From an optimization exercise on the open Yosys and OpenROAD flow, aimed at small area; shortcuts taken in it are not production practice.
Where RTL was checked, it was by simulation tests only, not by an equivalence proof against the original.
Power and IR drop assume default switching activity.

Setup of job 5783:
Design fifo, start of the top module:
module fifo (clk,reset,renb,wenb,din,dout,empty,full);
  input logic clk, reset;
  input logic renb, wenb;
  input logic [7:0] din;
  output logic [7:0] dout;
  output logic empty, full;
  logic [7:0] mem[16];
  logic [3:0] rp;
  logic rd, wr;
  assign rd = renb & ~empty;
  assign wr = wenb & ~full & ~rd;
  assign full = ~empty & (&rp);
  logic mv;
  logic [3:0] t, rp_next;
  assign mv = rd | wr;
  assign t  = rp ^ {4{rd}};
  assign rp_next[0] = rp[0] ^ mv;
  assign rp_next[1] = rp[1] ^ (mv & t[0]);
  assign rp_next[2] = rp[2] ^ (mv & t[0] & t[1]);
  assign rp_next[3] = rp[3] ^ (mv & t[0] & t[1] & t[2]);
  always @(posedge clk) begin
    rp    <= rp_next | {4{reset}};
    empty <= reset | (rd & (rp == 4'd0)) | (empty & ~wr);
  end
  logic [3:0] lo, hi;
  always_comb begin
    for (int k = 0; k < 4; k++) begin
      lo[k] = (rp[1:0] == k);
      hi[k] = (rp[3:2] == k) & ~reset;
    end
  end
  logic [7:0] rdata;
  always_comb begin
    rdata = 8'b0;
    for (int k = 0; k < 16; k++)
      rdata = rdata | ({8{hi[k/4] & lo[k%4]}} & mem[k]);
  end
  always @(posedge clk) begin
    if (rd | reset) dout <= rdata;
  end
  integer i;
  always @(posedge clk) begin
    if (wr) begin
      mem[0] <= din;
      for (i = 1; i < 16; i = i + 1) mem[i] <= mem[i-1];
    end
  end
endmodule
For scale: about 140 flip-flops, roughly 0.0050 mm² of cells after synthesis.
Settings: LEC_CHECK=0, CAP_MARGIN=20, CORE_MARGIN=2, CORE_UTILIZATION=70, PLACE_DENSITY=0.9, SLEW_MARGIN=20; clock period 5.0 ns.
standard.sh (not shown) runs the stock make flow with config.mk's settings and CLKGATE_MAP_FILE= SYNTH_SCRIPT=/design/flow/synth_recipe.tcl, a recipe that flattens the netlist after the stock synthesis.
==> flow/flow/run.sh <==
#!/bin/bash
# The standard layout with these changes:
#  - synthesis maps logic with area-oriented ABC scripts (flow/synth.tcl);
#  - clock tree of small clock buffers without dummy loads;
#  - minimum-size port buffers;
#  - global routing's power recovery downsizes cells off the critical path;
#  - repair aims at a tighter slew limit (flow/pre_floorplan.tcl).
# Each make run writes its full output to its own log file here.
set -euo pipefail
work=$(pwd)
export OWN_FLOW_DIR=$work/flow
export OWN_FLOW_WORK=$work
export FLOW_SYNTH_TCL=$work/synth_recipe.tcl
export CTS_ARGS="-sink_clustering_enable -repair_clock_nets -dont_use_dummy_load -buf_list sky130_fd_sc_hd__clkbuf_4"
export BUFFER_PORTS_ARGS="-buffer_cell sky130_fd_sc_hd__buf_1"
export RECOVER_POWER=100
export PRE_FLOORPLAN_TCL=$work/flow/pre_floorplan.tcl
sed "s#SYNTH_SCRIPT=[^ ]*#SYNTH_SCRIPT=$work/flow/synth.tcl#" standard.sh > own_standard.sh
grep -q "SYNTH_SCRIPT=$work/flow/synth.tcl" own_standard.sh
bash own_standard.sh synth > make_synth.log 2>&1
bash own_standard.sh finish > make_finish.log 2>&1
==> flow/flow/pre_floorplan.tcl <==
set_max_transition 1.0 [current_design]
Other scripts of this flow, unchanged in this note and not shown: flow/flow/abc1.abc, flow/flow/abc2.abc, flow/flow/abc3.abc, flow/flow/abc4.abc, flow/flow/abc5.abc, flow/flow/abc6.abc, flow/flow/synth.tcl
Job 5783 went all the way through synthesis, placement and routing and the layout is clean on timing, DRC and antenna.
--- input diff job 5783..job 1749 ---
--- a/flow/flow/run.sh
+++ b/flow/flow/run.sh
@@ -4,6 +4,5 @@
 #  - clock tree of small clock buffers without dummy loads;
 #  - minimum-size port buffers;
-#  - global routing's power recovery downsizes cells off the critical path;
-#  - repair aims at a tighter slew limit (flow/pre_floorplan.tcl).
+#  - global routing's power recovery downsizes cells off the critical path.
 # Each make run writes its full output to its own log file here.
 set -euo pipefail
@@ -15,5 +14,4 @@
 export BUFFER_PORTS_ARGS="-buffer_cell sky130_fd_sc_hd__buf_1"
 export RECOVER_POWER=100
-export PRE_FLOORPLAN_TCL=$work/flow/pre_floorplan.tcl
 sed "s#SYNTH_SCRIPT=[^ ]*#SYNTH_SCRIPT=$work/flow/synth.tcl#" standard.sh > own_standard.sh
 grep -q "SYNTH_SCRIPT=$work/flow/synth.tcl" own_standard.sh
removed: flow/flow/pre_floorplan.tcl
--- outcome ---
The layout from job 1749, despite a flow that completed every stage, fails the layout checks, with the failing checks listed as capacitance limit, slew limit. sky130_fd_sc_hd__dfxtp_1 as the cell at the slowest stage of the critical path was reported by job 5783, and sky130_fd_sc_hd__clkbuf_2 by job 1749. Lower minimum period implied by the final worst setup slack was reported by job 5783, not job 1749. On clock skew, job 1749 and job 5783 are neck and neck. Compared with job 5783, in job 1749 data arrival at the endpoint of the critical path increased 1640 ps, number of nets at the end of the flow lower, number of fill cells in the layout up 3.7%, logic depth of the worst setup path including buffers increased 2, via count shows a reduction of 4.0%.
Setup changes, job 1749 to job 1376
- swapping 0.9 for 0.6 in PLACE_DENSITY
- swapping 70 for 40 in CORE_UTILIZATION
==> run notes <==
Although it ran to completion, job 1376 produced a layout that fails the final checks because of capacitance limit, slew limit.
From job 1749 to job 1376 the numbers moved as follows: number of design rule violations left after detail routing now sits at about the same level; power share of the clock group now sits higher; maximum frequency now sits higher; final period utilization now sits lower; first-iteration detailed-routing DRC count now sits lower.
On power in combinational cells, job 1376 and job 1749 are neck and neck.

old:
fifo, a different RTL version from the one above (not shown whole).
For scale: about 260 cells after synthesis, roughly 140 flip-flops, about 22 I/O pins, roughly 5100 um^2 of cells after synthesis.
Settings: LEC_CHECK=0, CAP_MARGIN=20, CORE_MARGIN=2, CORE_UTILIZATION=65, PLACE_DENSITY=0.8, SLEW_MARGIN=20; clock period 5.0 ns.
==> flow/flow/run.sh <==
#!/bin/bash
# The standard layout with three changes:
#  - synthesis maps logic with area-oriented ABC scripts (flow/synth.tcl);
#  - clock tree of small clock buffers without dummy loads;
#  - minimum-size port buffers.
# Each make run writes its full output to its own log file here.
set -euo pipefail
work=$(pwd)
export OWN_FLOW_DIR=$work/flow
export OWN_FLOW_WORK=$work
export FLOW_SYNTH_TCL=$work/synth_recipe.tcl
export CTS_ARGS="-sink_clustering_enable -repair_clock_nets -dont_use_dummy_load -buf_list sky130_fd_sc_hd__clkbuf_4"
export BUFFER_PORTS_ARGS="-buffer_cell sky130_fd_sc_hd__buf_1"
sed "s#SYNTH_SCRIPT=[^ ]*#SYNTH_SCRIPT=$work/flow/synth.tcl#" standard.sh > own_standard.sh
grep -q "SYNTH_SCRIPT=$work/flow/synth.tcl" own_standard.sh
bash own_standard.sh synth > make_synth.log 2>&1
bash own_standard.sh finish > make_finish.log 2>&1
==> flow/flow/abc1.abc <==
strash
&get -n
&st
&dch
&nf -R 1000
&put
strash
&get -n
&st
&dch
&nf -R 1000
&put
==> flow/flow/abc2.abc <==
strash
&get -n
&st
&dc2
&dch -f
&nf -R 2000
&put
==> flow/flow/abc3.abc <==
strash
balance
rewrite
refactor
balance
rewrite
rewrite -z
balance
refactor -z
rewrite -z
balance
&get -n
&st
&dch
&nf -R 1000
&put
==> flow/flow/abc4.abc <==
strash
dch
amap
topo
==> flow/flow/synth.tcl <==
# The standard synthesis (synth_recipe.tcl, sourced unchanged) with one
# difference: Yosys's abc call maps the logic with each of the area-oriented
# ABC scripts flow/abc*.abc in turn and keeps the mapping with the smallest
# cell area.
proc abc {args} {
  set i [lsearch -exact $args -script]
  set lib [lindex $args [expr {[lsearch -exact $args -liberty] + 1}]]
  yosys design -save my_pre_abc
  set best ""
  set best_area 1e18
  foreach s [lsort [glob $::env(OWN_FLOW_DIR)/abc*.abc]] {
    yosys design -load my_pre_abc
    set a $args
    lset a [expr {$i + 1}] $s
    yosys abc {*}$a
    yosys tee -q -o $::env(OWN_FLOW_WORK)/abc_try.txt stat -liberty $lib
    set f [open $::env(OWN_FLOW_WORK)/abc_try.txt]
    set txt [read $f]
    close $f
    regexp {Chip area for module[^:]*:\s*([0-9.]+)} $txt -> area
    puts "abc script $s: area $area"
    if { $area < $best_area } {
      set best_area $area
      set best $s
    }
  }
  puts "abc script chosen: $best (area $best_area)"
  yosys design -load my_pre_abc
  lset args [expr {$i + 1}] $best
  yosys abc {*}$args
}
source $::env(FLOW_SYNTH_TCL)
old went all the way through the flow, and no timing, DRC or antenna check failed.
--- input diff old..new ---
- PLACE_DENSITY changed from 0.8 to 0.6
- CORE_UTILIZATION changed from 65 to 40
[summary]
- new: flow completed, timing, DRC and antenna clean
- Summary: with old as the reference, first-iteration DRC count in new moved down by more than 10%.
- Re sequential share of layout area: new is 1.3 points down on old.
- Taking old as the reference point, the clock skew of new falls by 20 ps.
- Final hold slack, new and old: smaller value in old
Function was not checked in any run of this note: the RTL went through the layout flow alone.

==> separate check: timing with driven ports <==
Ports are ideal in the flow. The routed layouts listed here were re-timed in OpenROAD. Step 1: set_driving_cell puts a clkbuf_16 on clk and a buf_2 on each other input, an assumption about the parent block. Step 2, shift: input delay + t, output delay - t, t = (earliest + latest rising clock arrival at the registers) / 2. This alone moves slack from input paths to output paths. a / b / c = no drivers / after step 1 / after step 2; a / b = the first two.
run	t (ns)	setup WS [ns]	hold slack, ns	worst setup path after step 2	worst slew at a driven data input, ns
job 5783	0.506	2.276 / 2.247 / 1.905	0.454 / 0.454 / 0.454	input to register	0.03
job 1749	0.518	1.729 / 1.729 / 1.321	0.448 / 0.448 / 0.448	input to register	0.04
job 1376	0.535	1.842 / 1.842 / 1.457	0.443 / 0.443 / 0.443	input to register	0.03
old	0.502	2.243 / 2.245 / 1.743	0.426 / 0.426 / 0.426	input to register	0.03
new	0.509	2.147 / 2.161 / 1.652	0.444 / 0.444 / 0.444	input to register	0.03
For old, which loses most, drivers alone change the setup slack by +0.002 ns; drivers and shift together by -0.500 ns.
